This design comes from an exercise in tuning for small area on the open sky130 flow, not from production work. Function was checked by simulation only, so behaviour that the tests miss may differ from the original. No activity file was given, so power comes from the tool's default toggle rates.

## flow/design.v (module list and top-level ports; edited modules follow where they fit)
// module rst_synch: 19 lines
// module counter: 12 lines
// module shift_reg: 12 lines
// module serial_buff: 11 lines
// module input_buff: 12 lines
// module bintree: 386 lines
// module fadd: 6 lines
// module hadd: 6 lines
// module xcorr_proc: 26 lines
// module xcorr_bit: 5 lines
// module proc_comp: 103 lines
// module cg_a21oi: 5 lines
// module cg_a221oi: 5 lines
// module cg_a22o: 5 lines
// module cg_a22oi: 5 lines
// module cg_clkinv: 5 lines
// module cg_o21ai: 5 lines
// module cg_o21bai: 5 lines
// module cg_o22ai: 5 lines
// module proc_array: 55 lines
// module output_lut: 430 lines
// module lut_a2111oi: 5 lines
// module lut_a211oi: 5 lines
// module lut_a21oi: 5 lines
// module lut_a221oi: 5 lines
// module lut_a22o: 5 lines
// module lut_a22oi: 5 lines
// module lut_a311oi: 5 lines
// module lut_a31oi: 5 lines
// module lut_clkinv: 5 lines
// module lut_lpflow_inputiso0p: 5 lines
// module lut_nand2: 5 lines
// module lut_nand3: 5 lines
// module lut_nor2: 5 lines
// module lut_nor3: 5 lines
// module lut_nor4: 5 lines
// module lut_o2111ai: 5 lines
// module lut_o211ai: 5 lines
// module lut_o21a: 5 lines
// module lut_o21ai: 5 lines
// module lut_o21bai: 5 lines
// module lut_o22ai: 5 lines
// module lut_o311ai: 5 lines
// module lut_o32ai: 5 lines
// module lut_xor2: 5 lines
// module output_proc: 25 lines
// module ssl: 78 lines
module ssl(clk, erst, din, dIdA, dIdB, dIdC, dSsA);
  // ...
==> flow/flow/run.sh <==
#!/bin/bash
# Own layout flow: the standard synthesis, then the standard ORFS layout
# with these changes (settings in flow/knobs.sh):
#  * combinational cells in the synthesized netlist start at their smallest
#    drive strength (downsize.py); repair_design and repair_timing size up
#    whatever needs it;
#  * floorplan removes synthesis buffers instead of sizing on wire-load
#    estimates (REMOVE_ABC_BUFFERS);
#  * the port buffers are the smallest buffer cell;
#  * CTS uses the clock buffer and clustering in knobs.sh and no dummy loads.
set -euo pipefail
R=orfs/results/${FLOW_PLATFORM}/ssl/base
source flow/knobs.sh

bash standard.sh synth > synth.log 2>&1
cp $R/1_2_yosys.v synth_netlist.v
python3 flow/downsize.py $R/1_2_yosys.v > downsize.log 2>&1

CTS="-sink_clustering_enable -repair_clock_nets -dont_use_dummy_load"
CTS="$CTS -buf_list $CTS_BUF $CTS_EXTRA"
bash standard.sh REMOVE_ABC_BUFFERS=1 "CTS_ARGS=$CTS" \
    "BUFFER_PORTS_ARGS=-buffer_cell sky130_fd_sc_hd__buf_1" \
    $EXTRA_VARS finish > layout.log 2>&1
==> flow/flow/downsize.py <==
#!/usr/bin/env python3
"""Rewrite a sky130hd gate-level netlist so that every combinational cell is
the smallest drive strength of its function (same cell family, same pins).
Flip-flops, tie cells and clock cells are left alone."""
import re
import sys

LIB = '/OpenROAD-flow-scripts/flow/platforms/sky130hd/lib/sky130_fd_sc_hd__tt_025C_1v80.lib'
DONT = ('probe', 'lpflow', 'df', 'sdf', 'edf', 'dl', 'conb', 'clk', 'tap',
        'fill', 'decap', 'diode', 'mux4')


def areas():
    t = open(LIB).read()
    res = {}
    for m in re.finditer(r'\n\s*cell\s*\(\s*"?(\w+)"?\s*\)', t):
        a = re.search(r'area\s*:\s*([\d.]+)', t[m.end():m.end() + 5000])
        if a:
            res[m.group(1)] = float(a.group(1))
    return res


def main(path):
    area = areas()
    fam = {}
    for c in area:
        m = re.match(r'(sky130_fd_sc_hd__\w+?)_(\d+)$', c)
        if m:
            fam.setdefault(m.group(1), []).append(c)
    best = {}
    for base, cells in fam.items():
        if any(k in base[len('sky130_fd_sc_hd__'):] for k in DONT):
            continue
        small = min(cells, key=lambda c: (area[c], int(c.rsplit('_', 1)[1])))
        for c in cells:
            if c != small and area[c] > area[small]:
                best[c] = small
    text = open(path).read()
    count = {}

    def sub(m):
        c = m.group(1)
        if c in best:
            count[c] = count.get(c, 0) + 1
            return best[c] + m.group(2)
        return m.group(0)

    text = re.sub(r'\b(sky130_fd_sc_hd__\w+)(\s+\S+\s*\()', sub, text)
    open(path, 'w').write(text)
    for c, n in sorted(count.items()):
        print('%5d %s -> %s' % (n, c, best[c]))


if __name__ == '__main__':
    main(sys.argv[1])
==> flow/flow/knobs.sh <==
CTS_BUF=sky130_fd_sc_hd__clkbuf_4
CTS_EXTRA="-sink_clustering_size 11 -sink_clustering_max_diameter 60"
EXTRA_VARS=""
==> flow/standard.sh <==
#!/bin/bash
# synth_recipe.tcl (not shown) runs the flow's synth.tcl, then flattens the netlist and writes it again
# the make line also repeats each setting of config.mk as NAME=value (left out here)
make -C /OpenROAD-flow-scripts/flow DESIGN_CONFIG=/design/flow/config.mk WORK_HOME=/design/flow/orfs CLKGATE_MAP_FILE= SYNTH_SCRIPT=/design/flow/synth_recipe.tcl "${@:-finish}"
==> flow/config.mk <==
export PLATFORM = sky130hd
export DESIGN_NAME = ssl
export DESIGN_NICKNAME = ssl
export VERILOG_FILES = /design/flow/design.v
export SDC_FILE = /design/flow/constraint.sdc
export NUM_CORES = 4
export LEC_CHECK = 0
export CAP_MARGIN = 20
export CORE_MARGIN = 2
export CORE_UTILIZATION = 65
export SLEW_MARGIN = 20
export SYNTH_HIERARCHICAL = 1
export SYNTH_MINIMUM_KEEP_SIZE = 0
==> flow/constraint.sdc <==
create_clock -name core_clock -period 15.0 [get_ports {clk}]
set_input_delay 3.0000 -clock core_clock [delete_from_list [all_inputs] [get_ports {clk}]]
set_output_delay 3.0000 -clock core_clock [all_outputs]
set_load 0.01 [all_outputs]
==> results.py, run 1 <==
metrics = {
    "status": {
        "status": "no timing/DRC/antenna violations",
    },
    "layout": {
        "layout_commonest_cell": "dfxtp_1",
        "multi_input_gates": 1015,
        "antenna_cells": 5,
        "clk_share": 0.0217,
        "nNonClkInverters": 59,
        "largest_class": "registers",
        "seq_area_frac": 0.625,
    },
    "power": {
        "clkPwrFrac": 0.254,
        "sequentialPowerShare": 0.709,
        "vdd.ir_drop.worst_uv": 113,
        "p_per_area_nw_per_um2": 119,
        "p_sw_w": 0.00105,
        "internal_power_w": 0.00363,
    },
    "timing": {
        "skew_ns": 0.107,
        "fin_tns_setup_ns": 0,
    },
    "placement": {
        "io_buffer_count": 45,
        "placed_area_um2": 38300,
    },
    "clock_tree": {
        "ctsHoldBuffers": 0,
        "clockBufferDepth": 3,
        "cts_buffers": 113,
        "cts_resized": 0,
    },
    "global_routing": {
        "grt.overflow.total": 0,
        "grt_pass1_wl_um": 120000,
    },
    "worst_hold_path": {
        "hp-class": "register to async pin",
    },
    "logic_synthesis": {
        "netlist_instances": 2242,
    },
    "routing": {
        "ant_nets": 0,
        "wl_um": 76500,
    },
    "worst_setup_path": {
        "cp_max_fo": 96,
        "crit_chain": "buf_4 -> buf_4 -> o221ai_1 -> fa_1 -> fa_1 -> fa_1 -> fa_1 -> fa_1 -> fa_1 -> fa_1 -> fa_1 -> fa_1 -> fa_1 -> ha_1 -> ha_1 -> inv_1 -> o22ai_1 -> a21oi_1 -> a221oi_1 -> o21bai_1 -> buf_4",
    },
    "die": {
        "dieHeight_um": 243,
        "start_util": 0.659,
    },
}
==> run 2: changes to the inputs <==
--- a/flow/design.v
+++ b/flow/design.v
@@ -855,27 +855,27 @@
     wire _148_;
     wire _149_;
     wire _150_;
     wire _151_;
     wire _152_;
     wire _153_;
     wire _154_;
     wire _155_;
-    wire _156_;
-    wire _157_;
-    wire _158_;
-    wire _159_;
-    wire _160_;
-    wire _161_;
-    wire _162_;
-    wire _163_;
-    wire _164_;
-    wire _165_;
-    wire _166_;
+    wire [17:0] _156_;
+    wire [17:0] _157_;
+    wire [17:0] _158_;
+    wire [17:0] _159_;
+    wire [17:0] _160_;
+    wire [17:0] _161_;
+    wire [17:0] _162_;
+    wire [17:0] _163_;
+    wire [17:0] _164_;
+    wire [17:0] _165_;
+    wire [17:0] _166_;
     wire [17:0] _167_;
     wire [17:0] _168_;
     wire [17:0] _169_;
     wire [17:0] _170_;
     wire [17:0] _171_;
     wire [17:0] _172_;
     wire [17:0] _173_;
     wire [17:0] _174_;
@@ -893,65 +893,54 @@
     wire [17:0] _186_;
     wire [17:0] _187_;
     wire [17:0] _188_;
     wire [17:0] _189_;
     wire [17:0] _190_;
     wire [17:0] _191_;
     wire [17:0] _192_;
     wire [17:0] _193_;
-    wire [17:0] _194_;
-    wire [17:0] _195_;
-    wire [17:0] _196_;
-    wire [17:0] _197_;
-    wire [17:0] _198_;
-    wire [17:0] _199_;
-    wire [17:0] _200_;
-    wire [17:0] _201_;
-    wire [17:0] _202_;
-    wire [17:0] _203_;
-    wire [17:0] _204_;
-    assign { _203_[17:5], _203_[3:0] } = { _201_[1], _201_[1], _201_[1], _201_[1], _201_[1], 1'h0, din[1], 4'h0, _201_[1], _196_[11], _196_[11], 2'h0, _196_[11] };
-    assign _200_[17:1] = { 12'hf48, din[1], _197_[1], _200_[0], _196_[3], _196_[11] };
-    assign { _198_[17:7], _198_[5:4], _198_[2:0] } = { 5'h1e, _197_[4], 1'h1, _196_[11], 2'h0, _196_[11], _198_[3], _198_[3], 1'h0, _196_[3], 1'h0 };
-    assign { _199_[17:5], _199_[3:0] } = { 11'h7b0, _196_[3], _197_[4], _196_[6], _198_[3], 1'h0, _196_[6] };
-    assign { _201_[17:2], _201_[0] } = { 12'hff2, _196_[3], _197_[4], _198_[3], 1'h0, _198_[3] };
-    assign { _204_[17:5], _204_[3:0] } = { 11'h010, _196_[11], _196_[11], _196_[11], 1'h0, _197_[4], 1'h0 };
-    assign { _197_[17:5], _197_[3:2], _197_[0] } = { 13'h0000, _196_[3], 1'h0, _196_[3] };
-    assign { _196_[17:12], _196_[10:7], _196_[5:4], _196_[2:0] } = { 10'h000, _196_[3], din[0], 3'h0 };
-    assign { _195_[17:7], _195_[2], _195_[0] } = { 11'h010, _184_[2], _184_[0] };
-    assign { _194_[17:14], _194_[12], _194_[10:6], _194_[3:1] } = { _194_[13], _194_[13], _194_[13], _194_[13], 5'h00, _192_[1], _194_[0], _181_[5], _181_[11] };
-    assign { _193_[17:8], _193_[2:0] } = { 5'h1f, _193_[7], _193_[7], _193_[7], 2'h0, _181_[11], _181_[0], _182_[2] };
-    assign { _192_[17:6], _192_[2] } = { 4'hf, _186_[7], 1'h1, _186_[7], _186_[7], _181_[11], 1'h0, _186_[7], _181_[6], 1'h0 };
-    assign { _202_[17:7], _202_[5:0] } = { 5'h1f, _197_[1], _197_[1], _197_[1], 2'h0, _197_[1], _201_[1], din[0], _200_[0], _196_[11], 1'h0, _200_[0] };
-    assign { _191_[17:7], _191_[5], _191_[2:0] } = { 5'h1e, _186_[7], 1'h1, _181_[11], 2'h0, _181_[11], _189_[11], _184_[2], _181_[5], _184_[0] };
-    assign { _190_[17:9], _190_[3:1] } = { 7'h79, _190_[7], 1'h0, din[0], 1'h0, _186_[1] };
-    assign { _189_[17:14], _189_[12], _189_[10:9], _189_[7:6], _189_[3:0] } = { _186_[7], _186_[7], _186_[7], _186_[7], _182_[0], _182_[0], 2'h0, _182_[5], _184_[2], _186_[1], _181_[3], 1'h0 };
-    assign { _188_[17:10], _188_[8:6], _188_[3:1] } = { 4'h0, din[2], _183_[10], _181_[1], _181_[1], 1'h0, _181_[1], _186_[5], _186_[3], 1'h0, _182_[2] };
-    assign { _187_[17:7], _187_[2:1] } = { 5'h00, _186_[7], _183_[10], _181_[11], _181_[0], 1'h0, _181_[11], 1'h0, _181_[5] };
-    assign { _186_[17:8], _186_[6], _186_[2] } = { 7'h01, _186_[7], 1'h0, _181_[11], _181_[6], _181_[0] };
-    assign { _185_[17:6], _185_[2] } = { 11'h012, _182_[0], _181_[0] };
-    assign _184_[17:7] = 11'h002;
-    assign { _183_[17:11], _183_[9:6], _183_[3:1] } = { 4'h0, _183_[10], _183_[10], _183_[10], 1'h0, _181_[0], 1'h0, _181_[1], _183_[0], _181_[5], _181_[11] };
-    assign { _182_[17:7], _182_[1] } = { 4'h0, din[2], din[2], din[2], din[2], 3'h0, _181_[0] };
-    assign { _181_[17:12], _181_[10:7], _181_[2] } = 11'h000;
-    assign { _180_[17:14], _180_[12], _180_[10:7], _180_[2] } = { _180_[13], _180_[13], _180_[13], _180_[13], 5'h00, _174_[2] };
-    assign { _179_[17:13], _179_[11:8] } = { 4'hf, _177_[14], _179_[7], _179_[7], _178_[7], 1'h0 };
-    assign { _178_[17:12], _178_[10:8] } = { 5'h1e, _177_[14], _178_[7], din[3], 1'h0 };
-    assign { _177_[17:15], _177_[9] } = { _177_[14], _177_[14], _177_[14], 1'h0 };
-    assign { _176_[17:13], _176_[10], _176_[8], _176_[2] } = { 4'h0, _173_[10], _176_[7], 2'h0 };
-    assign _175_[17:9] = { 7'h01, _175_[7], 1'h0 };
-    assign { _174_[17:11], _174_[9], _174_[7] } = { 4'h0, _174_[10], _174_[10], _174_[10], 2'h0 };
-    assign { _173_[17:12], _173_[9:7] } = { 4'h0, _173_[10], _173_[10], 3'h0 };
-    assign { _172_[17:15], _172_[10], _172_[8] } = { _172_[14], _172_[14], _172_[14], _172_[7], 1'h0 };
-    assign _171_[17:15] = { _171_[14], _171_[14], _171_[14] };
-    assign { _170_[17:14], _170_[10] } = { 4'h0, _170_[7] };
-    assign { _169_[17:12], _169_[9], _169_[7] } = { 4'h0, _169_[10], _169_[10], 2'h0 };
-    assign _168_[17:15] = { _168_[14], _168_[14], _168_[14] };
-    assign _167_[17:14] = 4'h0;
+    assign { _192_[17:5], _192_[3:0] } = { _190_[1], _190_[1], _190_[1], _190_[1], _190_[1], 1'h0, din[1], 4'h0, _190_[1], _185_[11], _185_[11], 2'h0, _185_[11] };
+    assign _189_[17:1] = { 12'hf48, din[1], _186_[1], _189_[0], _185_[3], _185_[11] };
+    assign { _187_[17:7], _187_[5:4], _187_[2:0] } = { 5'h1e, _186_[4], 1'h1, _185_[11], 2'h0, _185_[11], _187_[3], _187_[3], 1'h0, _185_[3], 1'h0 };
+    assign { _188_[17:5], _188_[3:0] } = { 11'h7b0, _185_[3], _186_[4], _185_[6], _187_[3], 1'h0, _185_[6] };
+    assign { _190_[17:2], _190_[0] } = { 12'hff2, _185_[3], _186_[4], _187_[3], 1'h0, _187_[3] };
+    assign { _193_[17:5], _193_[3:0] } = { 11'h010, _185_[11], _185_[11], _185_[11], 1'h0, _186_[4], 1'h0 };
+    assign { _186_[17:5], _186_[3:2], _186_[0] } = { 13'h0000, _185_[3], 1'h0, _185_[3] };
+    assign { _185_[17:12], _185_[10:7], _185_[5:4], _185_[2:0] } = { 10'h000, _185_[3], din[0], 3'h0 };
+    assign { _184_[17:7], _184_[2], _184_[0] } = { 11'h010, _173_[2], _173_[0] };
+    assign { _183_[17:14], _183_[12], _183_[10:6], _183_[3:1] } = { _183_[13], _183_[13], _183_[13], _183_[13], 5'h00, _181_[1], _183_[0], _170_[5], _170_[11] };
+    assign { _182_[17:8], _182_[2:0] } = { 5'h1f, _182_[7], _182_[7], _182_[7], 2'h0, _170_[11], _170_[0], _171_[2] };
+    assign { _181_[17:6], _181_[2] } = { 4'hf, _175_[7], 1'h1, _175_[7], _175_[7], _170_[11], 1'h0, _175_[7], _170_[6], 1'h0 };
+    assign { _191_[17:7], _191_[5:0] } = { 5'h1f, _186_[1], _186_[1], _186_[1], 2'h0, _186_[1], _190_[1], din[0], _189_[0], _185_[11], 1'h0, _189_[0] };
+    assign { _180_[17:7], _180_[5], _180_[2:0] } = { 5'h1e, _175_[7], 1'h1, _170_[11], 2'h0, _170_[11], _178_[11], _173_[2], _170_[5], _173_[0] };
+    assign { _179_[17:9], _179_[3:1] } = { 7'h79, _179_[7], 1'h0, din[0], 1'h0, _175_[1] };
+    assign { _178_[17:14], _178_[12], _178_[10:9], _178_[7:6], _178_[3:0] } = { _175_[7], _175_[7], _175_[7], _175_[7], _171_[0], _171_[0], 2'h0, _171_[5], _173_[2], _175_[1], _170_[3], 1'h0 };
+    assign { _177_[17:10], _177_[8:6], _177_[3:1] } = { 4'h0, din[2], _172_[10], _170_[1], _170_[1], 1'h0, _170_[1], _175_[5], _175_[3], 1'h0, _171_[2] };
+    assign { _176_[17:7], _176_[2:1] } = { 5'h00, _175_[7], _172_[10], _170_[11], _170_[0], 1'h0, _170_[11], 1'h0, _170_[5] };
+    assign { _175_[17:8], _175_[6], _175_[2] } = { 7'h01, _175_[7], 1'h0, _170_[11], _170_[6], _170_[0] };
+    assign { _174_[17:6], _174_[2] } = { 11'h012, _171_[0], _170_[0] };
+    assign _173_[17:7] = 11'h002;
+    assign { _172_[17:11], _172_[9:6], _172_[3:1] } = { 4'h0, _172_[10], _172_[10], _172_[10], 1'h0, _170_[0], 1'h0, _170_[1], _172_[0], _170_[5], _170_[11] };
+    assign { _171_[17:7], _171_[1] } = { 4'h0, din[2], din[2], din[2], din[2], 3'h0, _170_[0] };
+    assign { _170_[17:12], _170_[10:7], _170_[2] } = 11'h000;
+    assign { _169_[17:14], _169_[12], _169_[10:7], _169_[2] } = { _169_[13], _169_[13], _169_[13], _169_[13], 5'h00, _163_[2] };
+    assign { _168_[17:13], _168_[11:8] } = { 4'hf, _166_[14], _168_[7], _168_[7], _167_[7], 1'h0 };
+    assign { _167_[17:12], _167_[10:8] } = { 5'h1e, _166_[14], _167_[7], din[3], 1'h0 };
+    assign { _166_[17:15], _166_[9] } = { _166_[14], _166_[14], _166_[14], 1'h0 };
+    assign { _165_[17:13], _165_[10], _165_[8], _165_[2] } = { 4'h0, _162_[10], _165_[7], 2'h0 };
+    assign _164_[17:9] = { 7'h01, _164_[7], 1'h0 };
+    assign { _163_[17:11], _163_[9], _163_[7] } = { 4'h0, _163_[10], _163_[10], _163_[10], 2'h0 };
+    assign { _162_[17:12], _162_[9:7] } = { 4'h0, _162_[10], _162_[10], 3'h0 };
+    assign { _161_[17:15], _161_[10], _161_[8] } = { _161_[14], _161_[14], _161_[14], _161_[7], 1'h0 };
+    assign _160_[17:15] = { _160_[14], _160_[14], _160_[14] };
+    assign { _159_[17:14], _159_[10] } = { 4'h0, _159_[7] };
+    assign { _158_[17:12], _158_[9], _158_[7] } = { 4'h0, _158_[10], _158_[10], 2'h0 };
+    assign _157_[17:15] = { _157_[14], _157_[14], _157_[14] };
+    assign _156_[17:14] = 4'h0;
     assign dout[20:15] = { 1'h1, dout[14], dout[14], dout[14], 2'h0 };
     assign _002_ = din[2];
     assign _001_ = din[1];
     assign _000_ = din[0];
     assign _003_ = din[3];
     assign _004_ = din[4];
     assign _005_ = din[5];
     assign _006_ = din[6];
@@ -965,227 +954,196 @@
     assign dout[6] = _018_;
     assign dout[5] = _017_;
     assign dout[4] = _016_;
     assign dout[3] = _015_;
     assign dout[2] = _014_;
     assign dout[1] = _013_;
     assign dout[0] = _007_;
     assign dout[14] = _012_;
-    lut_a31oi g0 (.A1(_052_), .A2(_001_), .A3(_004_), .B1(_068_), .Y(_069_));
-    lut_o21ai g1 (.A1(_164_), .A2(_160_), .B1(_102_), .Y(_070_));
-    lut_clkinv g2 (.A(_133_), .Y(_071_));
-    lut_a211oi g3 (.A1(_157_), .A2(_071_), .B1(_067_), .C1(_046_), .Y(_072_));
-    lut_o311ai g4 (.A1(_006_), .A2(_115_), .A3(_061_), .B1(_070_), .C1(_072_), .Y(_073_));
-    lut_nor2 g5 (.A(_073_), .B(_069_), .Y(_074_));
-    lut_clkinv g6 (.A(_074_), .Y(_075_));
-    lut_nor2 g7 (.A(_016_), .B(_075_), .Y(_014_));
-    lut_a311oi g8 (.A1(_094_), .A2(_107_), .A3(_122_), .B1(_067_), .C1(_014_), .Y(_076_));
-    lut_nand3 g9 (.A(_076_), .B(_065_), .C(_066_), .Y(_077_));
-    lut_a22oi g10 (.A1(_095_), .A2(_104_), .B1(_077_), .B2(_060_), .Y(_018_));
-    lut_nand2 g11 (.A(_018_), .B(_016_), .Y(_078_));
-    lut_o211ai g12 (.A1(_125_), .A2(_064_), .B1(_075_), .C1(_078_), .Y(_017_));
-    lut_clkinv g13 (.A(_078_), .Y(_079_));
-    lut_nand2 g14 (.A(_071_), .B(_121_), .Y(_080_));
-    lut_a21oi g15 (.A1(_144_), .A2(_113_), .B1(_155_), .Y(_081_));
-    lut_nand3 g16 (.A(_094_), .B(_004_), .C(_005_), .Y(_082_));
-    lut_nand2 g17 (.A(_104_), .B(_002_), .Y(_083_));
-    lut_a21oi g18 (.A1(_083_), .A2(_082_), .B1(_047_), .Y(_084_));
-    lut_a31oi g19 (.A1(_095_), .A2(_137_), .A3(_111_), .B1(_084_), .Y(_085_));
-    lut_a22oi g20 (.A1(_081_), .A2(_085_), .B1(_142_), .B2(_080_), .Y(_086_));
-    lut_nor2 g21 (.A(_086_), .B(_079_), .Y(_087_));
-    lut_clkinv g22 (.A(_087_), .Y(_015_));
-    lut_a21oi g23 (.A1(_002_), .A2(_001_), .B1(_064_), .Y(_088_));
-    lut_nor4 g24 (.A(_031_), .B(_074_), .C(_088_), .D(_015_), .Y(_013_));
-    lut_nand3 g25 (.A(_122_), .B(_091_), .C(_101_), .Y(_089_));
-    lut_o21ai g26 (.A1(_117_), .A2(_122_), .B1(_089_), .Y(_090_));
-    lut_a2111oi g27 (.A1(_156_), .A2(_079_), .B1(_135_), .C1(_090_), .D1(_087_), .Y(_007_));
-    lut_a22o g28 (.A1(_160_), .A2(_052_), .B1(_077_), .B2(_029_), .X(_012_));
-    lut_clkinv g29 (.A(_002_), .Y(_091_));
-    lut_clkinv g30 (.A(_003_), .Y(_092_));
-    lut_nor2 g31 (.A(_091_), .B(_092_), .Y(_093_));
-    lut_nor2 g32 (.A(_002_), .B(_003_), .Y(_094_));
-    lut_nor2 g33 (.A(_001_), .B(_000_), .Y(_095_));
-    lut_a21oi g34 (.A1(_094_), .A2(_095_), .B1(_093_), .Y(_096_));
-    lut_nor3 g35 (.A(_004_), .B(_005_), .C(_006_), .Y(_097_));
-    lut_clkinv g36 (.A(_005_), .Y(_098_));
-    lut_nor2 g37 (.A(_003_), .B(_004_), .Y(_099_));
-    lut_clkinv g38 (.A(_004_), .Y(_100_));
-    lut_nor2 g39 (.A(_092_), .B(_100_), .Y(_101_));
-    lut_a211oi g40 (.A1(_000_), .A2(_099_), .B1(_091_), .C1(_101_), .Y(_102_));
-    lut_nand3 g41 (.A(_102_), .B(_000_), .C(_005_), .Y(_103_));
-    lut_nor2 g42 (.A(_005_), .B(_092_), .Y(_104_));
-    lut_nor2 g43 (.A(_003_), .B(_098_), .Y(_105_));
-    lut_nor2 g44 (.A(_104_), .B(_105_), .Y(_106_));
-    lut_clkinv g45 (.A(_095_), .Y(_107_));
-    lut_nor2 g46 (.A(_004_), .B(_091_), .Y(_108_));
-    lut_clkinv g47 (.A(_108_), .Y(_109_));
-    lut_nor3 g48 (.A(_107_), .B(_109_), .C(_106_), .Y(_110_));
-    lut_nor2 g49 (.A(_091_), .B(_100_), .Y(_111_));
-    lut_clkinv g50 (.A(_001_), .Y(_112_));
-    lut_nor2 g51 (.A(_000_), .B(_112_), .Y(_113_));
-    lut_a31oi g52 (.A1(_106_), .A2(_111_), .A3(_113_), .B1(_110_), .Y(_114_));
-    lut_nor2 g53 (.A(_001_), .B(_003_), .Y(_115_));
-    lut_nor2 g54 (.A(_002_), .B(_004_), .Y(_116_));
-    lut_clkinv g55 (.A(_116_), .Y(_117_));
-    lut_nor4 g56 (.A(_000_), .B(_098_), .C(_115_), .D(_117_), .Y(_118_));
-    lut_nor2 g57 (.A(_005_), .B(_100_), .Y(_119_));
-    lut_clkinv g58 (.A(_000_), .Y(_120_));
-    lut_nor2 g59 (.A(_112_), .B(_120_), .Y(_121_));
-    lut_clkinv g60 (.A(_121_), .Y(_122_));
-    lut_nor2 g61 (.A(_092_), .B(_122_), .Y(_123_));
-    lut_nor2 g62 (.A(_120_), .B(_100_), .Y(_124_));
-    lut_clkinv g63 (.A(_124_), .Y(_125_));
-    lut_nor4 g64 (.A(_002_), .B(_001_), .C(_092_), .D(_125_), .Y(_126_));
-    lut_clkinv g65 (.A(_094_), .Y(_127_));
-    lut_nor2 g66 (.A(_005_), .B(_127_), .Y(_128_));
-    lut_clkinv g67 (.A(_128_), .Y(_129_));
-    lut_a21oi g68 (.A1(_001_), .A2(_004_), .B1(_129_), .Y(_130_));
-    lut_a2111oi g69 (.A1(_119_), .A2(_123_), .B1(_118_), .C1(_126_), .D1(_130_), .Y(_131_));
-    lut_nand3 g70 (.A(_131_), .B(_103_), .C(_114_), .Y(_132_));
-    lut_nand2 g71 (.A(_099_), .B(_098_), .Y(_133_));
-    lut_nor2 g72 (.A(_133_), .B(_107_), .Y(_134_));
-    lut_nor2 g73 (.A(_112_), .B(_127_), .Y(_135_));
-    lut_nor2 g74 (.A(_001_), .B(_120_), .Y(_136_));
-    lut_clkinv g75 (.A(_104_), .Y(_137_));
-    lut_o21ai g76 (.A1(_119_), .A2(_093_), .B1(_137_), .Y(_138_));
-    lut_o21ai g77 (.A1(_098_), .A2(_109_), .B1(_138_), .Y(_139_));
-    lut_clkinv g78 (.A(_111_), .Y(_140_));
-    lut_a211oi g79 (.A1(_003_), .A2(_005_), .B1(_107_), .C1(_140_), .Y(_141_));
-    lut_a211oi g80 (.A1(_139_), .A2(_136_), .B1(_006_), .C1(_141_), .Y(_142_));
-    lut_nor2 g81 (.A(_004_), .B(_106_), .Y(_143_));
-    lut_nor2 g82 (.A(_098_), .B(_109_), .Y(_144_));
-    lut_o21ai g83 (.A1(_144_), .A2(_143_), .B1(_000_), .Y(_145_));
-    lut_nand2 g84 (.A(_004_), .B(_005_), .Y(_146_));
-    lut_nand3 g85 (.A(_127_), .B(_119_), .C(_120_), .Y(_147_));
-    lut_clkinv g86 (.A(_093_), .Y(_148_));
-    lut_nor3 g87 (.A(_001_), .B(_098_), .C(_148_), .Y(_149_));
-    lut_a31oi g88 (.A1(_106_), .A2(_116_), .A3(_113_), .B1(_149_), .Y(_150_));
-    lut_o2111ai g89 (.A1(_096_), .A2(_146_), .B1(_147_), .C1(_145_), .D1(_150_), .Y(_151_));
-    lut_a221oi g90 (.A1(_124_), .A2(_135_), .B1(_151_), .B2(_142_), .C1(_134_), .Y(_152_));
-    lut_clkinv g91 (.A(_152_), .Y(_153_));
-    lut_a21oi g92 (.A1(_006_), .A2(_132_), .B1(_153_), .Y(_016_));
-    lut_a2111oi g93 (.A1(_002_), .A2(_006_), .B1(_000_), .C1(_098_), .D1(_016_), .Y(_154_));
-    lut_clkinv g94 (.A(_006_), .Y(_155_));
-    lut_nor2 g95 (.A(_000_), .B(_109_), .Y(_156_));
-    lut_clkinv g96 (.A(_156_), .Y(_157_));
-    lut_a21oi g97 (.A1(_157_), .A2(_129_), .B1(_155_), .Y(_158_));
-    lut_clkinv g98 (.A(_158_), .Y(_159_));
-    lut_nor2 g99 (.A(_098_), .B(_155_), .Y(_160_));
-    lut_clkinv g100 (.A(_160_), .Y(_161_));
-    lut_nor2 g101 (.A(_002_), .B(_001_), .Y(_162_));
-    lut_a31oi g102 (.A1(_162_), .A2(_100_), .A3(_006_), .B1(_099_), .Y(_163_));
-    lut_nor2 g103 (.A(_005_), .B(_006_), .Y(_164_));
-    lut_nor2 g104 (.A(_164_), .B(_160_), .Y(_165_));
-    lut_nand2 g105 (.A(_165_), .B(_163_), .Y(_166_));
-    lut_nor2 g106 (.A(_100_), .B(_149_), .Y(_022_));
-    lut_o22ai g107 (.A1(_161_), .A2(_163_), .B1(_166_), .B2(_022_), .Y(_023_));
-    lut_a21oi g108 (.A1(_004_), .A2(_095_), .B1(_023_), .Y(_024_));
-    lut_a21oi g109 (.A1(_095_), .A2(_159_), .B1(_024_), .Y(_025_));
-    lut_nor2 g110 (.A(_025_), .B(_154_), .Y(_026_));
-    lut_clkinv g111 (.A(_026_), .Y(_019_));
-    lut_nor2 g112 (.A(_101_), .B(_160_), .Y(_027_));
-    lut_nor2 g113 (.A(_098_), .B(_108_), .Y(_028_));
-    lut_nor2 g114 (.A(_005_), .B(_155_), .Y(_029_));
-    lut_a22oi g115 (.A1(_148_), .A2(_029_), .B1(_027_), .B2(_028_), .Y(_030_));
-    lut_o22ai g116 (.A1(_104_), .A2(_140_), .B1(_121_), .B2(_030_), .Y(_031_));
-    lut_a21oi g117 (.A1(_092_), .A2(_113_), .B1(_123_), .Y(_032_));
-    lut_o21ai g118 (.A1(_100_), .A2(_005_), .B1(_032_), .Y(_033_));
-    lut_nor3 g119 (.A(_003_), .B(_091_), .C(_112_), .Y(_034_));
-    lut_nor3 g120 (.A(_092_), .B(_100_), .C(_161_), .Y(_035_));
-    lut_o32ai g121 (.A1(_027_), .A2(_034_), .A3(_035_), .B1(_033_), .B2(_159_), .Y(_036_));
-    lut_a31oi g122 (.A1(_155_), .A2(_121_), .A3(_031_), .B1(_036_), .Y(_037_));
-    lut_nor2 g123 (.A(_037_), .B(_019_), .Y(_038_));
-    lut_a21oi g124 (.A1(_096_), .A2(_097_), .B1(_038_), .Y(_009_));
-    lut_nor2 g125 (.A(_004_), .B(_127_), .Y(_039_));
-    lut_nor2 g126 (.A(_164_), .B(_039_), .Y(_040_));
-    lut_a21oi g127 (.A1(_155_), .A2(_039_), .B1(_040_), .Y(_041_));
-    lut_o21ai g128 (.A1(_019_), .A2(_041_), .B1(_009_), .Y(_042_));
-    lut_nand2 g129 (.A(_111_), .B(_120_), .Y(_043_));
-    lut_o211ai g130 (.A1(_034_), .A2(_125_), .B1(_029_), .C1(_043_), .Y(_044_));
-    lut_nand2 g131 (.A(_112_), .B(_100_), .Y(_045_));
-    lut_nor3 g132 (.A(_003_), .B(_098_), .C(_045_), .Y(_046_));
-    lut_clkinv g133 (.A(_136_), .Y(_047_));
-    lut_nand3 g134 (.A(_028_), .B(_047_), .C(_155_), .Y(_048_));
-    lut_o21ai g135 (.A1(_046_), .A2(_048_), .B1(_044_), .Y(_049_));
-    lut_o21a g136 (.A1(_162_), .A2(_033_), .B1(_049_), .X(_050_));
-    lut_nor2 g137 (.A(_005_), .B(_050_), .Y(_051_));
-    lut_o21ai g138 (.A1(_009_), .A2(_051_), .B1(_042_), .Y(_052_));
-    lut_a31oi g139 (.A1(_002_), .A2(_155_), .A3(_101_), .B1(_166_), .Y(_053_));
-    lut_clkinv g140 (.A(_053_), .Y(_054_));
-    lut_nor2 g141 (.A(_005_), .B(_153_), .Y(_055_));
-    lut_o21bai g142 (.A1(_023_), .A2(_055_), .B1_N(_009_), .Y(_056_));
-    lut_nand3 g143 (.A(_052_), .B(_054_), .C(_056_), .Y(_057_));
-    lut_clkinv g144 (.A(_057_), .Y(_011_));
-    lut_clkinv g145 (.A(_042_), .Y(_008_));
-    lut_nor2 g146 (.A(_023_), .B(_008_), .Y(_058_));
-    lut_xor2 g147 (.A(_054_), .B(_058_), .X(_010_));
-    lut_lpflow_inputiso0p g148 (.A(_010_), .SLEEP(_009_), .X(_021_));
-    lut_nor2 g149 (.A(_100_), .B(_164_), .Y(_059_));
-    lut_nor3 g150 (.A(_097_), .B(_059_), .C(_052_), .Y(_020_));
-    lut_clkinv g151 (.A(_050_), .Y(_060_));
-    lut_clkinv g152 (.A(_031_), .Y(_061_));
-    lut_o211ai g153 (.A1(_120_), .A2(_098_), .B1(_112_), .C1(_003_), .Y(_062_));
-    lut_a31oi g154 (.A1(_148_), .A2(_062_), .A3(_117_), .B1(_165_), .Y(_063_));
-    lut_clkinv g155 (.A(_063_), .Y(_064_));
-    lut_o21ai g156 (.A1(_061_), .A2(_057_), .B1(_064_), .Y(_065_));
-    lut_nand3 g157 (.A(_011_), .B(_033_), .C(_063_), .Y(_066_));
-    lut_nor2 g158 (.A(_001_), .B(_148_), .Y(_067_));
-    lut_o21ai g159 (.A1(_091_), .A2(_095_), .B1(_045_), .Y(_068_));
+    lut_a221oi g0 (.A1(_146_), .A2(_071_), .B1(_064_), .B2(_070_), .C1(_018_), .Y(_072_));
+    lut_nor2 g1 (.A(_105_), .B(_147_), .Y(_073_));
+    lut_o21ai g2 (.A1(_001_), .A2(_005_), .B1(_045_), .Y(_074_));
+    lut_a21oi g3 (.A1(_001_), .A2(_085_), .B1(_137_), .Y(_075_));
+    lut_o21ai g4 (.A1(_100_), .A2(_138_), .B1(_002_), .Y(_076_));
+    lut_o22ai g5 (.A1(_076_), .A2(_075_), .B1(_073_), .B2(_074_), .Y(_077_));
+    lut_clkinv g6 (.A(_068_), .Y(_078_));
+    lut_nor2 g7 (.A(_043_), .B(_078_), .Y(_079_));
+    lut_a31oi g8 (.A1(_123_), .A2(_101_), .A3(_077_), .B1(_079_), .Y(_080_));
+    lut_o21bai g9 (.A1(_018_), .A2(_080_), .B1_N(_054_), .Y(_081_));
+    lut_nor2 g10 (.A(_081_), .B(_072_), .Y(_017_));
+    lut_clkinv g11 (.A(_064_), .Y(_015_));
+    lut_nor3 g12 (.A(_016_), .B(_081_), .C(_072_), .Y(_014_));
+    lut_nor2 g13 (.A(_080_), .B(_015_), .Y(_013_));
+    lut_o21ai g14 (.A1(_087_), .A2(_078_), .B1(_109_), .Y(_082_));
+    lut_a21oi g15 (.A1(_082_), .A2(_065_), .B1(_103_), .Y(_083_));
+    lut_a21oi g16 (.A1(_050_), .A2(_083_), .B1(_064_), .Y(_007_));
+    lut_a21oi g17 (.A1(_135_), .A2(_124_), .B1(_116_), .Y(_012_));
+    lut_clkinv g18 (.A(_002_), .Y(_084_));
+    lut_clkinv g19 (.A(_004_), .Y(_085_));
+    lut_clkinv g20 (.A(_001_), .Y(_086_));
+    lut_clkinv g21 (.A(_000_), .Y(_087_));
+    lut_nor2 g22 (.A(_086_), .B(_087_), .Y(_088_));
+    lut_nor2 g23 (.A(_085_), .B(_088_), .Y(_089_));
+    lut_nor3 g24 (.A(_084_), .B(_003_), .C(_089_), .Y(_090_));
+    lut_nor2 g25 (.A(_003_), .B(_085_), .Y(_091_));
+    lut_a21oi g26 (.A1(_087_), .A2(_006_), .B1(_091_), .Y(_092_));
+    lut_a21oi g27 (.A1(_084_), .A2(_092_), .B1(_090_), .Y(_093_));
+    lut_nor2 g28 (.A(_005_), .B(_006_), .Y(_094_));
+    lut_nor2 g29 (.A(_085_), .B(_094_), .Y(_095_));
+    lut_clkinv g30 (.A(_095_), .Y(_096_));
+    lut_clkinv g31 (.A(_003_), .Y(_097_));
+    lut_nor2 g32 (.A(_097_), .B(_085_), .Y(_098_));
+    lut_clkinv g33 (.A(_098_), .Y(_099_));
+    lut_nor2 g34 (.A(_003_), .B(_005_), .Y(_100_));
+    lut_o2111ai g35 (.A1(_094_), .A2(_100_), .B1(_096_), .C1(_099_), .D1(_093_), .Y(_101_));
+    lut_clkinv g36 (.A(_005_), .Y(_102_));
+    lut_nor2 g37 (.A(_084_), .B(_085_), .Y(_103_));
+    lut_nand2 g38 (.A(_103_), .B(_001_), .Y(_104_));
+    lut_nor2 g39 (.A(_003_), .B(_087_), .Y(_105_));
+    lut_nor3 g40 (.A(_084_), .B(_006_), .C(_105_), .Y(_106_));
+    lut_a21oi g41 (.A1(_099_), .A2(_104_), .B1(_106_), .Y(_107_));
+    lut_nor2 g42 (.A(_002_), .B(_001_), .Y(_108_));
+    lut_clkinv g43 (.A(_108_), .Y(_109_));
+    lut_nor3 g44 (.A(_000_), .B(_003_), .C(_109_), .Y(_110_));
+    lut_a21oi g45 (.A1(_085_), .A2(_110_), .B1(_107_), .Y(_111_));
+    lut_nor2 g46 (.A(_006_), .B(_087_), .Y(_112_));
+    lut_nor2 g47 (.A(_112_), .B(_109_), .Y(_113_));
+    lut_nor2 g48 (.A(_097_), .B(_113_), .Y(_114_));
+    lut_nor2 g49 (.A(_006_), .B(_102_), .Y(_115_));
+    lut_clkinv g50 (.A(_006_), .Y(_116_));
+    lut_nor2 g51 (.A(_005_), .B(_116_), .Y(_117_));
+    lut_nor2 g52 (.A(_115_), .B(_117_), .Y(_118_));
+    lut_nor2 g53 (.A(_118_), .B(_110_), .Y(_119_));
+    lut_clkinv g54 (.A(_119_), .Y(_120_));
+    lut_o21ai g55 (.A1(_114_), .A2(_120_), .B1(_111_), .Y(_121_));
+    lut_nor2 g56 (.A(_102_), .B(_121_), .Y(_122_));
+    lut_o21ai g57 (.A1(_006_), .A2(_098_), .B1(_122_), .Y(_123_));
+    lut_nand2 g58 (.A(_123_), .B(_101_), .Y(_011_));
+    lut_clkinv g59 (.A(_111_), .Y(_124_));
+    lut_nor3 g60 (.A(_002_), .B(_097_), .C(_102_), .Y(_125_));
+    lut_clkinv g61 (.A(_125_), .Y(_126_));
+    lut_clkinv g62 (.A(_118_), .Y(_127_));
+    lut_nor2 g63 (.A(_004_), .B(_127_), .Y(_128_));
+    lut_a21oi g64 (.A1(_116_), .A2(_103_), .B1(_128_), .Y(_129_));
+    lut_o21ai g65 (.A1(_003_), .A2(_129_), .B1(_126_), .Y(_130_));
+    lut_nand2 g66 (.A(_130_), .B(_006_), .Y(_131_));
+    lut_a22oi g67 (.A1(_004_), .A2(_120_), .B1(_131_), .B2(_096_), .Y(_132_));
+    lut_nand2 g68 (.A(_088_), .B(_003_), .Y(_133_));
+    lut_o21ai g69 (.A1(_107_), .A2(_133_), .B1(_132_), .Y(_134_));
+    lut_o21ai g70 (.A1(_101_), .A2(_124_), .B1(_134_), .Y(_010_));
+    lut_clkinv g71 (.A(_132_), .Y(_135_));
+    lut_nor3 g72 (.A(_100_), .B(_111_), .C(_135_), .Y(_021_));
+    lut_clkinv g73 (.A(_110_), .Y(_136_));
+    lut_clkinv g74 (.A(_100_), .Y(_137_));
+    lut_nor2 g75 (.A(_001_), .B(_000_), .Y(_138_));
+    lut_nor2 g76 (.A(_084_), .B(_138_), .Y(_139_));
+    lut_o22ai g77 (.A1(_005_), .A2(_006_), .B1(_137_), .B2(_139_), .Y(_140_));
+    lut_a21oi g78 (.A1(_136_), .A2(_140_), .B1(_011_), .Y(_141_));
+    lut_nor2 g79 (.A(_141_), .B(_010_), .Y(_142_));
+    lut_nor2 g80 (.A(_021_), .B(_142_), .Y(_009_));
+    lut_o22ai g81 (.A1(_086_), .A2(_101_), .B1(_121_), .B2(_142_), .Y(_008_));
+    lut_nor2 g82 (.A(_000_), .B(_004_), .Y(_143_));
+    lut_a21oi g83 (.A1(_084_), .A2(_003_), .B1(_139_), .Y(_144_));
+    lut_clkinv g84 (.A(_117_), .Y(_145_));
+    lut_a21oi g85 (.A1(_145_), .A2(_097_), .B1(_115_), .Y(_146_));
+    lut_nor2 g86 (.A(_087_), .B(_085_), .Y(_147_));
+    lut_nand2 g87 (.A(_146_), .B(_147_), .Y(_148_));
+    lut_clkinv g88 (.A(_091_), .Y(_149_));
+    lut_nand2 g89 (.A(_149_), .B(_117_), .Y(_150_));
+    lut_a21oi g90 (.A1(_148_), .A2(_150_), .B1(_144_), .Y(_151_));
+    lut_a221oi g91 (.A1(_139_), .A2(_143_), .B1(_130_), .B2(_000_), .C1(_151_), .Y(_152_));
+    lut_nor2 g92 (.A(_121_), .B(_142_), .Y(_153_));
+    lut_nand2 g93 (.A(_153_), .B(_101_), .Y(_154_));
+    lut_nand2 g94 (.A(_144_), .B(_089_), .Y(_155_));
+    lut_o311ai g95 (.A1(_000_), .A2(_098_), .A3(_100_), .B1(_126_), .C1(_155_), .Y(_022_));
+    lut_nand2 g96 (.A(_154_), .B(_022_), .Y(_023_));
+    lut_nand2 g97 (.A(_023_), .B(_152_), .Y(_024_));
+    lut_clkinv g98 (.A(_024_), .Y(_025_));
+    lut_a21oi g99 (.A1(_105_), .A2(_001_), .B1(_147_), .Y(_026_));
+    lut_nor3 g100 (.A(_138_), .B(_143_), .C(_103_), .Y(_027_));
+    lut_o22ai g101 (.A1(_103_), .A2(_026_), .B1(_097_), .B2(_027_), .Y(_028_));
+    lut_nor3 g102 (.A(_087_), .B(_102_), .C(_109_), .Y(_029_));
+    lut_a21oi g103 (.A1(_003_), .A2(_005_), .B1(_118_), .Y(_030_));
+    lut_o21ai g104 (.A1(_029_), .A2(_030_), .B1(_028_), .Y(_031_));
+    lut_nor2 g105 (.A(_148_), .B(_031_), .Y(_032_));
+    lut_nor2 g106 (.A(_032_), .B(_025_), .Y(_033_));
+    lut_nor2 g107 (.A(_001_), .B(_118_), .Y(_034_));
+    lut_a21oi g108 (.A1(_139_), .A2(_034_), .B1(_033_), .Y(_035_));
+    lut_clkinv g109 (.A(_035_), .Y(_016_));
+    lut_nor2 g110 (.A(_086_), .B(_097_), .Y(_036_));
+    lut_clkinv g111 (.A(_036_), .Y(_037_));
+    lut_a21oi g112 (.A1(_001_), .A2(_004_), .B1(_087_), .Y(_038_));
+    lut_o22ai g113 (.A1(_112_), .A2(_037_), .B1(_038_), .B2(_141_), .Y(_039_));
+    lut_a31oi g114 (.A1(_112_), .A2(_026_), .A3(_037_), .B1(_039_), .Y(_040_));
+    lut_a21oi g115 (.A1(_025_), .A2(_040_), .B1(_086_), .Y(_041_));
+    lut_nor2 g116 (.A(_001_), .B(_003_), .Y(_042_));
+    lut_o21ai g117 (.A1(_036_), .A2(_042_), .B1(_118_), .Y(_043_));
+    lut_nor3 g118 (.A(_000_), .B(_004_), .C(_043_), .Y(_044_));
+    lut_nor2 g119 (.A(_002_), .B(_042_), .Y(_045_));
+    lut_nand2 g120 (.A(_040_), .B(_045_), .Y(_046_));
+    lut_clkinv g121 (.A(_115_), .Y(_047_));
+    lut_a21boi g122 (.A1(_152_), .A2(_047_), .B1_N(_093_), .Y(_048_));
+    lut_o21ai g123 (.A1(_047_), .A2(_152_), .B1(_048_), .Y(_049_));
+    lut_nand3 g124 (.A(_046_), .B(_145_), .C(_049_), .Y(_050_));
+    lut_o221ai g125 (.A1(_044_), .A2(_050_), .B1(_084_), .B2(_041_), .C1(_031_), .Y(_051_));
+    lut_nand3 g126 (.A(_011_), .B(_002_), .C(_091_), .Y(_052_));
+    lut_nand2 g127 (.A(_051_), .B(_052_), .Y(_018_));
+    lut_clkinv g128 (.A(_018_), .Y(_053_));
+    lut_nor2 g129 (.A(_016_), .B(_053_), .Y(_054_));
+    lut_nor4 g130 (.A(_095_), .B(_128_), .C(_008_), .D(_054_), .Y(_020_));
+    lut_clkinv g131 (.A(_154_), .Y(_019_));
+    lut_clkinv g132 (.A(_034_), .Y(_055_));
+    lut_nor2 g133 (.A(_100_), .B(_091_), .Y(_056_));
+    lut_clkinv g134 (.A(_139_), .Y(_057_));
+    lut_o21ai g135 (.A1(_088_), .A2(_057_), .B1(_137_), .Y(_058_));
+    lut_o32ai g136 (.A1(_088_), .A2(_138_), .A3(_056_), .B1(_091_), .B2(_058_), .Y(_059_));
+    lut_nor2 g137 (.A(_001_), .B(_085_), .Y(_060_));
+    lut_nor3 g138 (.A(_086_), .B(_004_), .C(_059_), .Y(_061_));
+    lut_a21oi g139 (.A1(_059_), .A2(_060_), .B1(_061_), .Y(_062_));
+    lut_o221ai g140 (.A1(_127_), .A2(_062_), .B1(_055_), .B2(_059_), .C1(_053_), .Y(_063_));
+    lut_nand2 g141 (.A(_063_), .B(_016_), .Y(_064_));
+    lut_clkinv g142 (.A(_060_), .Y(_065_));
+    lut_o21ai g143 (.A1(_000_), .A2(_003_), .B1(_086_), .Y(_066_));
+    lut_nor2 g144 (.A(_002_), .B(_004_), .Y(_067_));
+    lut_nor2 g145 (.A(_067_), .B(_103_), .Y(_068_));
+    lut_nand2 g146 (.A(_068_), .B(_066_), .Y(_069_));
+    lut_o21ai g147 (.A1(_057_), .A2(_065_), .B1(_069_), .Y(_070_));
+    lut_a21oi g148 (.A1(_109_), .A2(_085_), .B1(_060_), .Y(_071_));
 endmodule
-module lut_a2111oi(A1, A2, B1, C1, D1, Y);
-    input A1, A2, B1, C1, D1;
-    output Y;
-    assign Y = (~(A1)&~(B1)&~(C1)&~(D1)) | (~(A2)&~(B1)&~(C1)&~(D1));
-endmodule
-module lut_a211oi(A1, A2, B1, C1, Y);
-    input A1, A2, B1, C1;
+module lut_a21boi(A1, A2, B1_N, Y);
+    input A1, A2, B1_N;
     output Y;
-    assign Y = (~(A1)&~(B1)&~(C1)) | (~(A2)&~(B1)&~(C1));
+    assign Y = (~(A1)&(B1_N)) | (~(A2)&(B1_N));
 endmodule
 module lut_a21oi(A1, A2, B1, Y);
     input A1, A2, B1;
     output Y;
     assign Y = (~(A1)&~(B1)) | (~(A2)&~(B1));
 endmodule
 module lut_a221oi(A1, A2, B1, B2, C1, Y);
     input A1, A2, B1, B2, C1;
     output Y;
     assign Y = (~(A1)&~(B1)&~(C1)) | (~(A1)&~(B2)&~(C1)) | (~(A2)&~(B1)&~(C1)) | (~(A2)&~(B2)&~(C1));
 endmodule
-module lut_a22o(A1, A2, B1, B2, X);
-    input A1, A2, B1, B2;
-    output X;
-    assign X = ((B1)&(B2)) | ((A1)&(A2));
-endmodule
 module lut_a22oi(A1, A2, B1, B2, Y);
     input A1, A2, B1, B2;
     output Y;
     assign Y = (~(A1)&~(B1)) | (~(A1)&~(B2)) | (~(A2)&~(B1)) | (~(A2)&~(B2));
 endmodule
-module lut_a311oi(A1, A2, A3, B1, C1, Y);
-    input A1, A2, A3, B1, C1;
-    output Y;
-    assign Y = (~(A1)&~(B1)&~(C1)) | (~(A2)&~(B1)&~(C1)) | (~(A3)&~(B1)&~(C1));
-endmodule
 module lut_a31oi(A1, A2, A3, B1, Y);
     input A1, A2, A3, B1;
     output Y;
     assign Y = (~(A1)&~(B1)) | (~(A2)&~(B1)) | (~(A3)&~(B1));
 endmodule
 module lut_clkinv(A, Y);
     input A;
     output Y;
     assign Y = (~(A));
 endmodule
-module lut_lpflow_inputiso0p(A, SLEEP, X);
-    input A, SLEEP;
-    output X;
-    assign X = (~(SLEEP)&(A));
-endmodule
 module lut_nand2(A, B, Y);
     input A, B;
     output Y;
     assign Y = (~(A)) | (~(B));
 endmodule
 module lut_nand3(A, B, C, Y);
     input A, B, C;
     output Y;
@@ -1206,56 +1164,46 @@
     output Y;
     assign Y = (~(A)&~(B)&~(C)&~(D));
 endmodule
 module lut_o2111ai(A1, A2, B1, C1, D1, Y);
     input A1, A2, B1, C1, D1;
     output Y;
     assign Y = (~(A1)&~(A2)) | (~(B1)) | (~(C1)) | (~(D1));
 endmodule
-module lut_o211ai(A1, A2, B1, C1, Y);
-    input A1, A2, B1, C1;
-    output Y;
-    assign Y = (~(A1)&~(A2)) | (~(B1)) | (~(C1));
-endmodule
-module lut_o21a(A1, A2, B1, X);
-    input A1, A2, B1;
-    output X;
-    assign X = ((A1)&(B1)) | ((A2)&(B1));
-endmodule
 module lut_o21ai(A1, A2, B1, Y);
     input A1, A2, B1;
     output Y;
     assign Y = (~(A1)&~(A2)) | (~(B1));
 endmodule
 module lut_o21bai(A1, A2, B1_N, Y);
     input A1, A2, B1_N;
     output Y;
     assign Y = (~(A1)&~(A2)) | ((B1_N));
 endmodule
+module lut_o221ai(A1, A2, B1, B2, C1, Y);
+    input A1, A2, B1, B2, C1;
+    output Y;
+    assign Y = (~(B1)&~(B2)) | (~(A1)&~(A2)) | (~(C1));
+endmodule
 module lut_o22ai(A1, A2, B1, B2, Y);
     input A1, A2, B1, B2;
     output Y;
     assign Y = (~(B1)&~(B2)) | (~(A1)&~(A2));
 endmodule
 module lut_o311ai(A1, A2, A3, B1, C1, Y);
     input A1, A2, A3, B1, C1;
     output Y;
     assign Y = (~(A1)&~(A2)&~(A3)) | (~(B1)) | (~(C1));
 endmodule
 module lut_o32ai(A1, A2, A3, B1, B2, Y);
     input A1, A2, A3, B1, B2;
     output Y;
     assign Y = (~(A1)&~(A2)&~(A3)) | (~(B1)&~(B2));
 endmodule
-module lut_xor2(A, B, X);
-    input A, B;
-    output X;
-    assign X = ((A)&~(B)) | (~(A)&(B));
-endmodule
 `timescale 1ns/100ps
 module output_proc(din, clk, rst, load, dout);
     input [6:0] din;
     input clk;
     input rst;
     input load;
     output [20:0] dout;
     reg [6:0] idx;
==> flow/flow/knobs.sh (replaced) <==
CTS_BUF=sky130_fd_sc_hd__clkbuf_4
CTS_EXTRA="-sink_clustering_size 10 -sink_clustering_max_diameter 60"
EXTRA_VARS=""
==> run 2 against run 1 <==
  * Register-to-register slack gained 0.13 ns
  * Clock power grew 8%
  * Maximum frequency grew 1.2%
  * Critical path depth is the same
  * Global-route usage grew 0.39 points
  * Flip-flop and latch count is the same
  * Cell count is essentially flat
  * Non-clock buffer count shrank 2
  * Synthesized area shrank 0.26%
==> results.py, run 2 <==
metrics = {
    "power": {
        "total_power_w": 0.00475,
        "power_leakage_nw": 11.9,
        "p_per_area_nw_per_um2": 121,
        "sequentialPowerShare": 0.696,
        "p_sw_frac": 0.226,
        "clkPwrFrac": 0.268,
        "vdd.ir_drop.worst_uv": 102,
        "comb_power_share": 0.035,
        "internal_power_w": 0.00368,
        "p_sw_w": 0.00107,
    },
    "worst_setup_path": {
        "end_kind": "register",
        "cp_slowest_cell": "buf_4",
        "path_common_cell": "fa_1",
        "worst-path-buf-inv": 4,
        "critPathRequiredTime_ns": 15.63,
        "crit_chain": "inv_8 -> buf_4 -> o221ai_1 -> fa_1 -> fa_1 -> fa_1 -> fa_1 -> fa_1 -> fa_1 -> fa_1 -> fa_1 -> fa_1 -> fa_1 -> ha_1 -> ha_1 -> inv_1 -> o22ai_1 -> a21oi_1 -> a221oi_1 -> o21bai_1 -> buf_4",
        "crit_arrival_ns": 10.92,
        "cp_max_fo": 172,
        "path_delay_family": "adder cells",
        "max_stage_delay_ns": 0.78,
        "crit_start": "ph$_DFFE_PN0N_",
        "worstSetupStartpointType": "register",
        "r2r_start": "ph$_DFFE_PN0N_",
        "criticalPathCategory": "register to register",
    },
    "routing": {
        "wire_per_inst_um": 24.5,
        "drtPass1Iterations": 5,
        "ant_nets": 0,
        "drtIter0Drc": 1409,
        "drc": 0,
        "viasPerCell": 6.15,
        "num_vias": 19244,
        "wl_um": 76800,
    },
    "clock_tree": {
        "clockBufferDepth": 3,
        "worstSkewPairLatency_ns": 0.97,
        "cts_resized": 0,
        "cts_tree": "done",
        "htreeDepth": 4,
        "clk_pin_slew_ns": 0.10,
        "cts_buffers": 130,
        "postCtsSetupBuffers": 0,
        "root_buffer": "clkbuf_4",
        "cts_sinks": 1122,
        "ctsHoldBuffers": 0,
    },
    "global_routing": {
        "grt.total_usage": 0.272,
        "antenna_found_initial": 2,
        "grt.overflow.total": 0,
        "use_met1": 0.384,
        "busiest_layer": "met2",
        "grtUsageMet2": 0.416,
        "grt_pass1_wl_um": 120000,
        "grt_pass1_vias": 20520,
        "grt_max_degree": 229,
        "grt_use_met3": 0.0743,
    },
    "worst_hold_path": {
        "hp-class": "register to async pin",
    },
    "die": {
        "io_pins": 48,
        "rows": 87,
        "dieHeight_um": 243,
        "die_w_um": 243,
        "die_area_um2": 59000,
        "core_um2": 56400,
        "start_util": 0.658,
    },
    "layout": {
        "seqCellArea_um2": 24500,
        "multi_input_area_um2": 12300,
        "fillers": 3855,
        "finalNonFillerCells": 3131,
        "final_cell_mix": "904 x dfxtp_1, 386 x o221ai_1, 360 x fa_1",
        "num-nets-final": 2761,
        "drive_gt1_frac": 0.0679,
        "layout_commonest_cell": "dfxtp_1",
        "syn2layout_area_growth_pct": 5.52,
    },
    "logic_synthesis": {
        "synthesis.area_um2": 37100,
        "netlist_instances": 2231,
        "avgSynthCellArea_um2": 16.6,
        "yosys_warnings": 14,
    },
    "timing": {
        "skew_ns": 0.0665,
        "rsz0062_at_grt": "no",
        "relSlewSlack": 0.103,
        "drv_slew": 0,
        "finalHoldViolations": 0,
        "tightest_slew_ns": 1.35,
        "timing.fmax_mhz": 97.2,
        "post-route-min-period_ns": 10.29,
        "setup_viol": 0,
        "fin_crit_sh": 0.686,
    },
    "job": {
        "cap_violations": 0,
    },
    "status": {
        "status": "no timing/DRC/antenna violations",
    },
    "placement": {
        "placedCellCount": 2997,
        "routabilityCongestion": 0.910,
        "dp_hpwl_um": 55400,
        "io_buffer_count": 45,
    },
}
==> run 2: path summary, 6_finish.rpt <==
kind                                                               end  slack, ns  cells after the start
max reg2reg                             procArrayB.bestId[4]$_DFFE_PP_       4.71                     21
min in group core_clock    procArrayB.serialBuffInst.doutA[49]$_DFF_P_       0.29                      0
min                                     outputProcA.loaded$_DFFE_PN0P_       0.27                      1
max in group asynchronous               rstSynchInst.buff[5]$_DFF_PN0_      12.85                      1
max                                     procArrayB.bestId[4]$_DFFE_PP_       4.71                     21
min reg2reg                             outputProcA.loaded$_DFFE_PN0P_       0.27                      1
==> run 2: cell type report <==
class,count,share of cell area
clock buffer,130,0.0249
antenna,4,0.000256
tap,756,0.0242
inverter,56,0.00556
timing repair buffer,56,0.00706
multi-input combinational,1007,0.313
sequential,1122,0.625
==> run 2: power by group through the flow <==
| stage | Combinational [W] | Sequential [W] | Clock, W |
|---|---|---|---|
| 6_report | 0.000168 | 0.00331 | 0.00128 |
| 5_1_grt | 0.000188 | 0.00333 | 0.00144 |
| 4_1_cts | 0.000166 | 0.00331 | 0.00132 |
| 3_5_place_dp | 0.000166 | 0.00338 | 0 |
| 3_3_place_gp | 0.000163 | 0.00337 | 0 |
| 2_1_floorplan | 0.000116 | 0.00334 | 0 |
==> run 2: routing by layer <==
layer	vias to the layer above	wire length [µm]
met2	594	36000
li1	8559	-
met4	0	2010
met3	137	5130
met1	9954	33700
met5	-	0
==> run 2: per-stage QoR <==
step                      setup TNS [ns]  area (µm²)   util  hold WS [ns]  worst slack (ns)
final                                  0       39200  0.695         0.270              4.71
after global routing                   0       39200  0.695         0.272              4.29
after CTS                              0       39200  0.694         0.249              4.84
after detailed placement               0       38200  0.677         0.292              4.88
after floorplan                  -601.56       36900      -         0.310             -9.46
after global placement                 0       38200  0.677         0.278              5.06

[re-timing with driven ports]
In the flow no input, the clock included, has a driving cell. The finished layouts below were timed again as built, in two steps. Step 1, drivers: a clkbuf_16 drives clk and a buf_2 each remaining input, both assumed. Step 2, shift: input delay + t, output delay - t, t = (earliest + latest rising clock arrival at the registers) / 2. This alone moves slack from input paths to output paths. Three values: no drivers, after step 1, after step 2; two values: the first two.
run	t, ns	slack for setup (ns)	worst setup path after step 2	clock arrival spread, ns	pins driven straight from the clock port
run 1	0.931	4.582 / 4.582 / 4.582	register to register	0.106 / 0.106	1
run 2	1.000	4.711 / 4.711 / 4.711	register to register	0.071 / 0.070	1
After both steps every run listed still meets setup and hold.
